Background: an optimization exercise with open tools, aiming at small area and a short achievable clock period. Do not read the settings as production practice. At most, simulation tests tie the RTL to the original design; equivalence was not proved.

==> run a: inputs <==
Design PE, start of the top module:
module PE#(
    parameter d_width = 32,
    parameter a_width = 8,
    parameter iact_size =  5,
    parameter kernel_size = 3
)
(
    input start,
    input clk, rst_n,
    input [d_width -1 : 0] weight,
    input [d_width -1 : 0] iact,
    output reg load_weight,
    output reg load_iact,
    output reg done,
    output reg [d_width -1 : 0] pe_out
);
export LEC_CHECK = 0
export CAP_MARGIN = 20
export CORE_MARGIN = 2
export CORE_UTILIZATION = 60
export CTS_BUF_LIST = sky130_fd_sc_hd__clkbuf_16
export CTS_CLUSTER_DIAMETER = 60
export CTS_CLUSTER_SIZE = 30
export SLEW_MARGIN = 20
export BUFFER_PORTS_ARGS = -buffer_cell sky130_fd_sc_hd__buf_2
export SETUP_SLACK_MARGIN = 6.8
export SETUP_MOVE_SEQUENCE = sizeup,swap
create_clock -name core_clock -period 10.0 [get_ports {clk}]
standard.sh (not shown) runs the stock make flow with config.mk's settings and CLKGATE_MAP_FILE= SYNTH_SCRIPT=/design/flow/synth_recipe.tcl, a recipe that flattens the netlist after the stock synthesis.
==> flow/flow/run.sh <==
#!/bin/bash
# Layout flow: the standard layout (standard.sh) with these changes:
#  - the port buffers are buf_2 cells instead of the cell buffer_ports picks;
#  - timing repair aims at 6.8 ns of setup slack at the 10 ns clock, and
#    may only resize cells and swap pins (no buffers, no cloning).
set -euo pipefail
cat >> config.mk <<'EOC'
export BUFFER_PORTS_ARGS = -buffer_cell sky130_fd_sc_hd__buf_2
export SETUP_SLACK_MARGIN = 6.8
export SETUP_MOVE_SEQUENCE = sizeup,swap
EOC
bash standard.sh > standard.log 2>&1
==> run b: changes against run a <==
--- a/flow/design.v
+++ b/flow/design.v
@@ -34,23 +34,22 @@
             ld_w <= (nc >= 5'd7) && (nc <= 5'd9);
             clr  <= (nc == 5'd9) || (nc == 5'd14) || (nc == 5'd18);
             tap4 <= (nc == 5'd14) || (nc == 5'd18) || (nc == 5'd19) || (nc == 5'd20);
             hold <= (nc == 5'd12);
             outp <= (nc == 5'd14) || (nc == 5'd18) || (nc == 5'd22);
         end
     reg [31:0] r0, r1, r2, r3, r4;
     reg [31:0] w0, w1, w2;
-    reg [31:0] a;           
     always @(posedge clk) begin
         r0 <= r1; r1 <= r2; r2 <= r3; r3 <= r4; r4 <= ld_i ? iact : r0;
         w0 <= w1; w1 <= w2; w2 <= ld_w ? weight : w0;
-        a <= tap4 ? r0 : r2;
     end
-    wire [32:0] bx = {w1, 1'b0};
+    wire [31:0] a = w0;
+    wire [32:0] bx = {tap4 ? r0 : r2, 1'b0};
     reg [15:0] one, two, neg;
     integer k;
     always @(posedge clk)
         for (k = 0; k < 16; k = k + 1) begin
             one[k] <= ~hold & (bx[2*k+1] ^ bx[2*k]);
             two[k] <= ~hold & ((bx[2*k+2] & ~bx[2*k+1] & ~bx[2*k]) | (~bx[2*k+2] & bx[2*k+1] & bx[2*k]));
             neg[k] <= ~hold & bx[2*k+2] & ~(bx[2*k+1] & bx[2*k]);
         end
==> qor summary <==
quantity	run b	run a
Result of the run	finished clean	finished clean
Post-synth cell types	60	62
Met3 Resource Use GR	0.0296	0.0414
Number of well-tap cells placed	592	600
Total area of multi-input combinational cells	16,800 µm²	17,000 µm²
Synthesized-area fraction occupied by ao, oa, aoi and oai cells	0.113	0.109
Pin slew with the least headroom to its limit	1.08 ns	0.906 ns
Highest clock rate	0.216 GHz	0.213 GHz
Wire length on met1	29,400 µm	31,400 µm
Area growth from synthesis to final layout	8.47%	8.26%
Post-synthesis instance area	27,000 µm²	27,800 µm²
Met1 track demand over resource	0.373	0.400
Clock latency at the later pin of the worst-skew pair	0.57 ns	0.60 ns
Synth Instances	2,773	2,832
Layout non-clock buf frac	0.0302	0.0288
DR WL/cell	20.1 µm	19.9 µm
Post-route minimum period	4.63 ns	4.69 ns
Layout cells sized above 1	0.137	0.141
Post-synthesis share of cell area spent on and, or, nand and nor gates	0.0716	0.0731
DIE WIDTH	216 µm	219 µm
Function was not checked in any run of this note: the RTL went through the layout flow alone.

========
==> trial 64: inputs <==
PE, a different RTL version from the one above (not shown whole).
clock: 10.0 ns
lec_check: 0
cap_margin: 20
core_margin: 2
core_utilization: 60
cts_buf_list: sky130_fd_sc_hd__clkbuf_16
cts_cluster_diameter: 100
cts_cluster_size: 32
slew_margin: 20
tns_end_percent: 30
buffer_ports_args: -buffer_cell sky130_fd_sc_hd__buf_2
setup_slack_margin: 7.0
setup_move_sequence: sizeup,swap
==> flow/flow/run.sh <==
#!/bin/bash
# Layout flow: the standard layout (standard.sh) with these changes:
#  - the port buffers are buf_2 cells instead of the cell buffer_ports picks;
#  - timing repair aims at 7.0 ns of setup slack at the 10 ns clock, and
#    may only resize cells and swap pins (no buffers, no cloning).
set -euo pipefail
cat >> config.mk <<'EOC'
export BUFFER_PORTS_ARGS = -buffer_cell sky130_fd_sc_hd__buf_2
export SETUP_SLACK_MARGIN = 7.0
export SETUP_MOVE_SEQUENCE = sizeup,swap
EOC
bash standard.sh > standard.log 2>&1
==> build 22: changes against trial 64 <==
==> flow/flow/run.sh (replaced) <==
#!/bin/bash
# Layout flow: the standard layout (standard.sh), with the port buffers
# made as buf_2 cells instead of the cell buffer_ports picks by default.
set -euo pipefail
cat >> config.mk <<'EOC'
export BUFFER_PORTS_ARGS = -buffer_cell sky130_fd_sc_hd__buf_2
EOC
bash standard.sh > standard.log 2>&1
--- a/flow/config.mk
+++ b/flow/config.mk
@@ -14,5 +14,2 @@
 export SLEW_MARGIN = 20
-export TNS_END_PERCENT = 30
 export BUFFER_PORTS_ARGS = -buffer_cell sky130_fd_sc_hd__buf_2
-export SETUP_SLACK_MARGIN = 7.0
-export SETUP_MOVE_SEQUENCE = sizeup,swap
==> trial 81: changes against trial 64 <==
==> flow/flow/run.sh (replaced) <==
#!/bin/bash
# Layout flow: the standard layout (standard.sh) with these changes:
#  - the port buffers are buf_2 cells instead of the cell buffer_ports picks;
#  - timing repair aims at 6.9 ns of setup slack at the 10 ns clock, and
#    may only resize cells and swap pins (no buffers, no cloning).
set -euo pipefail
cat >> config.mk <<'EOC'
export BUFFER_PORTS_ARGS = -buffer_cell sky130_fd_sc_hd__buf_2
export SETUP_SLACK_MARGIN = 6.9
export SETUP_MOVE_SEQUENCE = sizeup,swap
EOC
bash standard.sh > standard.log 2>&1
--- a/flow/config.mk
+++ b/flow/config.mk
@@ -9,3 +9,3 @@
 export CORE_MARGIN = 2
-export CORE_UTILIZATION = 60
+export CORE_UTILIZATION = 65
 export CTS_BUF_LIST = sky130_fd_sc_hd__clkbuf_16
@@ -16,3 +16,3 @@
 export BUFFER_PORTS_ARGS = -buffer_cell sky130_fd_sc_hd__buf_2
-export SETUP_SLACK_MARGIN = 7.0
+export SETUP_SLACK_MARGIN = 6.9
 export SETUP_MOVE_SEQUENCE = sizeup,swap
==> key figures <==
Outcome
  – Status: finished clean

Layout
  – Final-layout clock-cell area share: 1.99%
  – Buffers, non-clock: around 140
  – Final Util: between 70% and 80%
  – Layout clock buffer count: 19

Placed design
  – DP Area: 27300 um^2

STA
  – Worst Hold Slack: 0.301 ns
  – Clk_skew: 0.0347 ns

Global route
  – Vias in the first global route: between 15000 and 20000
  – Met3 usage: 3.81%

Setup path
  – Worst path bufs/invs: 1
  – Worst setup path end: pe_out[30]
  – Cell Chain, Critical Path: buf_2

Hold path
  – Hold Startpoint: w1[16]$_DFF_P_

Clocking
  – Latest clock arrival within the worst-skew pair: 0.57 ns

Die
  – Tap cell count: 532
the above is filed under trial 81

==> key figures <==
Outcome
  – Status: finished clean

Die
  – Die width: 215 um
  – Tap cell count: 592

Layout
  – Final #Nets: 2869
  – Layout clock buffer count: 20
  – Final-layout clock-cell area share: around 2.1%
  – Final Util: between 60% and 70%

Synthesis
  – Share of the synthesized area in the top cell type: between 20 and 30%

Hold path
  – Hold Startpoint: r1[13]$_DFF_P_

STA
  – Worst Hold Slack: approximately 0.31 ns

Setup path
  – Worst path bufs/invs: 0
  – Worst setup path end: pe_out[30]$_DFFE_PN0P_

Clocking
  – Latest clock arrival within the worst-skew pair: roughly 0.6 ns

Global route
  – Met3 usage: 3.41%

Placed design
  – DP Area: ~27000 um^2
the above is filed under build 22

==> key figures <==
Placed design
  – DP Area: 27400 um^2

Layout
  – Layout clock buffer count: 19
  – Final-layout clock-cell area share: approximately 2%
  – Buffers, non-clock: roughly 140
  – Final Util: 65.7%

STA
  – Worst Hold Slack: 0.316 ns
  – Clk_skew: 0.0351 ns

Synthesis
  – Synth Flop Type: dfxtp_1
  – Share of the synthesized area in the top cell type: between 20% and 30%

Clocking
  – Latest clock arrival within the worst-skew pair: 0.58 ns

Setup path
  – Cell Chain, Critical Path: buf_2
  – Worst path bufs/invs: 1
  – Worst setup path end: pe_out[29]

Outcome
  – Status: finished clean

Global route
  – Vias in the first global route: 19300

Hold path
  – Hold Path End: w0[25]$_DFF_P_
  – Hold Startpoint: w1[25]$_DFF_P_
the above is filed under trial 64


========
==> inputs of v37 <==
Starting RTL as in the previous note.
Settings: LEC_CHECK=0, CAP_MARGIN=20, CORE_MARGIN=2, CORE_UTILIZATION=60, CTS_BUF_LIST=sky130_fd_sc_hd__clkbuf_16, CTS_CLUSTER_DIAMETER=100, CTS_CLUSTER_SIZE=32, SLEW_MARGIN=20, TNS_END_PERCENT=30, BUFFER_PORTS_ARGS=-buffer_cell sky130_fd_sc_hd__buf_4, SETUP_SLACK_MARGIN=6.9, SETUP_MOVE_SEQUENCE=sizeup,swap; clock period 10.0 ns.
==> flow/flow/run.sh <==
#!/bin/bash
# Layout flow: the standard layout (standard.sh) with these changes:
#  - the port buffers are buf_4 cells instead of the cell buffer_ports picks;
#  - timing repair aims at 6.9 ns of setup slack at the 10 ns clock, and
#    may only resize cells and swap pins (no buffers, no cloning).
set -euo pipefail
cat >> config.mk <<'EOC'
export BUFFER_PORTS_ARGS = -buffer_cell sky130_fd_sc_hd__buf_4
export SETUP_SLACK_MARGIN = 6.9
export SETUP_MOVE_SEQUENCE = sizeup,swap
EOC
bash standard.sh > standard.log 2>&1
==> inputs of v18, as changes to v37 <==
==> flow/run.sh (new file) <==
#!/bin/bash
# synth_recipe.tcl (not shown) runs the flow's synth.tcl, then flattens the netlist and writes it again
# the make line also repeats each setting of config.mk as NAME=value (left out here)
make -C /OpenROAD-flow-scripts/flow DESIGN_CONFIG=/design/flow/config.mk WORK_HOME=/design/flow/orfs CLKGATE_MAP_FILE= SYNTH_SCRIPT=/design/flow/synth_recipe.tcl finish
BUFFER_PORTS_ARGS = default   (was -buffer_cell sky130_fd_sc_hd__buf_4)
SETUP_MOVE_SEQUENCE = default   (was sizeup,swap)
SETUP_SLACK_MARGIN = default   (was 6.9)
TNS_END_PERCENT = default   (was 30)
removed: flow/flow/run.sh
removed: flow/standard.sh
==> qor summary <==
metric	v18	v37
Overall via count from detail_route	19,300	19,300
Placed cells	3,311	3,314
Vias in the first global route	19,100	19,200
Critical path data arrival time	4150 ps	3670 ps
Worst Hold Endpoint	w0[10]	w1[18]
Number of fill cells	3,716	3,702
Setup repair after global routing missed its margin	no	yes
Footprint of the flip-flops and latches	9120 µm²	9190 µm²
Outcome	no timing/DRC/antenna violations	no timing/DRC/antenna violations
Worst-case setup margin in the final layout	6310 ps	6800 ps
Layout Skew	35.9 ps	31.4 ps
Count of plain and timing-repair buffers	139	142

========
==> raven <==
Another version of the RTL of PE (not shown whole).
Settings: LEC_CHECK=0, CAP_MARGIN=20, CORE_MARGIN=2, CORE_UTILIZATION=60, CTS_BUF_LIST=sky130_fd_sc_hd__clkbuf_16, CTS_CLUSTER_DIAMETER=60, CTS_CLUSTER_SIZE=40, SLEW_MARGIN=20, BUFFER_PORTS_ARGS=-buffer_cell sky130_fd_sc_hd__buf_2, SETUP_SLACK_MARGIN=6.8, SETUP_MOVE_SEQUENCE=sizeup,swap; clock period 10.0 ns.
==> flow/flow/run.sh <==
#!/bin/bash
# Layout flow: the standard layout (standard.sh) with these changes:
#  - the port buffers are buf_2 cells instead of the cell buffer_ports picks;
#  - timing repair aims at 6.8 ns of setup slack at the 10 ns clock, and
#    may only resize cells and swap pins (no buffers, no cloning).
set -euo pipefail
cat >> config.mk <<'EOC'
export BUFFER_PORTS_ARGS = -buffer_cell sky130_fd_sc_hd__buf_2
export SETUP_SLACK_MARGIN = 6.8
export SETUP_MOVE_SEQUENCE = sizeup,swap
EOC
bash standard.sh > standard.log 2>&1
==> xenon: changes against raven <==
--- a/flow/design.v
+++ b/flow/design.v
@@ -22,23 +22,27 @@
         else cnt <= nc;
     reg ld_i;    
     reg ld_w;    
     reg clr;     
     reg tap4;    
     reg hold;    
+    always @(posedge clk) begin
+        ld_i <= (nc >= 5'd1) && (nc <= 5'd5);
+        ld_w <= (nc >= 5'd7) && (nc <= 5'd9);
+        clr  <= (nc == 5'd9) || (nc == 5'd14) || (nc == 5'd18);
+        tap4 <= (nc == 5'd14) || (nc == 5'd18) || (nc == 5'd19) || (nc == 5'd20);
+        hold <= (nc == 5'd12);
+    end
     reg outp;    
+    reg keep;    
     always @(posedge clk or negedge rst_n)
         if (!rst_n) begin
-            ld_i <= 1'b0; ld_w <= 1'b0; clr <= 1'b0; tap4 <= 1'b0; hold <= 1'b0; outp <= 1'b0;
+            outp <= 1'b0; keep <= 1'b0;
         end else begin
-            ld_i <= (nc >= 5'd1) && (nc <= 5'd5);
-            ld_w <= (nc >= 5'd7) && (nc <= 5'd9);
-            clr  <= (nc == 5'd9) || (nc == 5'd14) || (nc == 5'd18);
-            tap4 <= (nc == 5'd14) || (nc == 5'd18) || (nc == 5'd19) || (nc == 5'd20);
-            hold <= (nc == 5'd12);
             outp <= (nc == 5'd14) || (nc == 5'd18) || (nc == 5'd22);
+            keep <= (nc != 5'd0) && (nc != 5'd14) && (nc != 5'd18) && (nc != 5'd22);
         end
     reg [31:0] r0, r1, r2, r3, r4;
     reg [31:0] w0, w1, w2;
     reg [31:0] a;           
     reg [31:0] an;          
     always @(posedge clk) begin
@@ -1558,15 +1562,13 @@
     assign sum[29] = sum_p[29] ^ G1036;
     assign sum[30] = sum_p[30] ^ G1038;
     assign sum[31] = sum_p[31] ^ G1040;
     always @(posedge clk or negedge rst_n)
         if (!rst_n) begin
             load_iact <= 1'b0; load_weight <= 1'b0; done <= 1'b0; pe_out <= 32'd0;
-        end else if (cnt == 5'd0) begin
-            load_iact <= 1'b0; load_weight <= 1'b0; done <= 1'b0; pe_out <= 32'd0;
         end else begin
-            if (cnt == 5'd6) load_iact <= 1'b1;
-            if (cnt == 5'd10) load_weight <= 1'b1;
+            load_iact <= (cnt != 5'd0) && (load_iact || cnt == 5'd6);
+            load_weight <= (cnt != 5'd0) && (load_weight || cnt == 5'd10);
             done <= outp;
-            if (outp) pe_out <= sum;
+            pe_out <= ({32{outp}} & sum) | ({32{keep}} & pe_out);
         end
 endmodule
- CTS_CLUSTER_SIZE: 40 -> 30
==> garnet: changes against raven <==
- CORE_UTILIZATION: 60 -> 70
- CTS_CLUSTER_SIZE: 40 -> 30
==> comparison <==
Between raven and xenon, the lower worst hold slack is in raven (gap 23 ps). Register-to-register slack, highest first: raven, garnet, xenon. In garnet the global-route usage is higher than in raven, by 4.4 points. Of xenon and raven, xenon has the higher wire length (gap about 3%, measured against raven).
Only the layout flow was run in xenon; the RTL was not checked for function there.

static timing again, ports no longer ideal:
No port has a modelled driver above. Below, the same layouts with a new extraction and two added sets of constraints.
Step 1 assumes that a clkbuf_16 drives the clock port and a buf_2 every other input.
Step 2 moves the port delays by t, midway between the first and last clock arrival at a register: inputs arrive t later, outputs are due t later. That takes back most of the time a late clock gives input paths.
a / b / c = no drivers / after step 1 / after step 2; a / b = the first two.
run | t (ns) | setup slack, ns | worst setup path after step 2 | clock arrival spread, ns
run a | 0.637 | 5.310 / 5.310 / 5.310 | register to register | 0.066 / 0.066
run b | 0.614 | 5.366 / 5.366 / 5.366 | register to register | 0.039 / 0.038
trial 64 | 0.625 | 6.835 / 6.776 / 6.528 | input to register | 0.035 / 0.035
build 22 | 0.627 | 6.337 / 6.337 / 6.337 | register to register | 0.033 / 0.033
trial 81 | 0.611 | 6.810 / 6.753 / 6.670 | input to register | 0.037 / 0.036
v37 | 0.611 | 6.803 / 6.790 / 6.803 | register to register | 0.050 / 0.051
v18 | 0.618 | 6.310 / 6.310 / 6.310 | register to register | 0.038 / 0.038
raven | 0.629 | 6.851 / 6.791 / 6.696 | input to register | 0.046 / 0.046
xenon | 0.640 | 6.753 / 6.753 / 6.513 | input to register | 0.056 / 0.056
garnet | 0.675 | 6.832 / 6.774 / 6.828 | input to register | 0.025 / 0.025
After both steps setup and hold are still met in every run listed. The setup slack of trial 64, which loses most, moves by -0.059 ns with the drivers and by -0.307 ns with both steps.
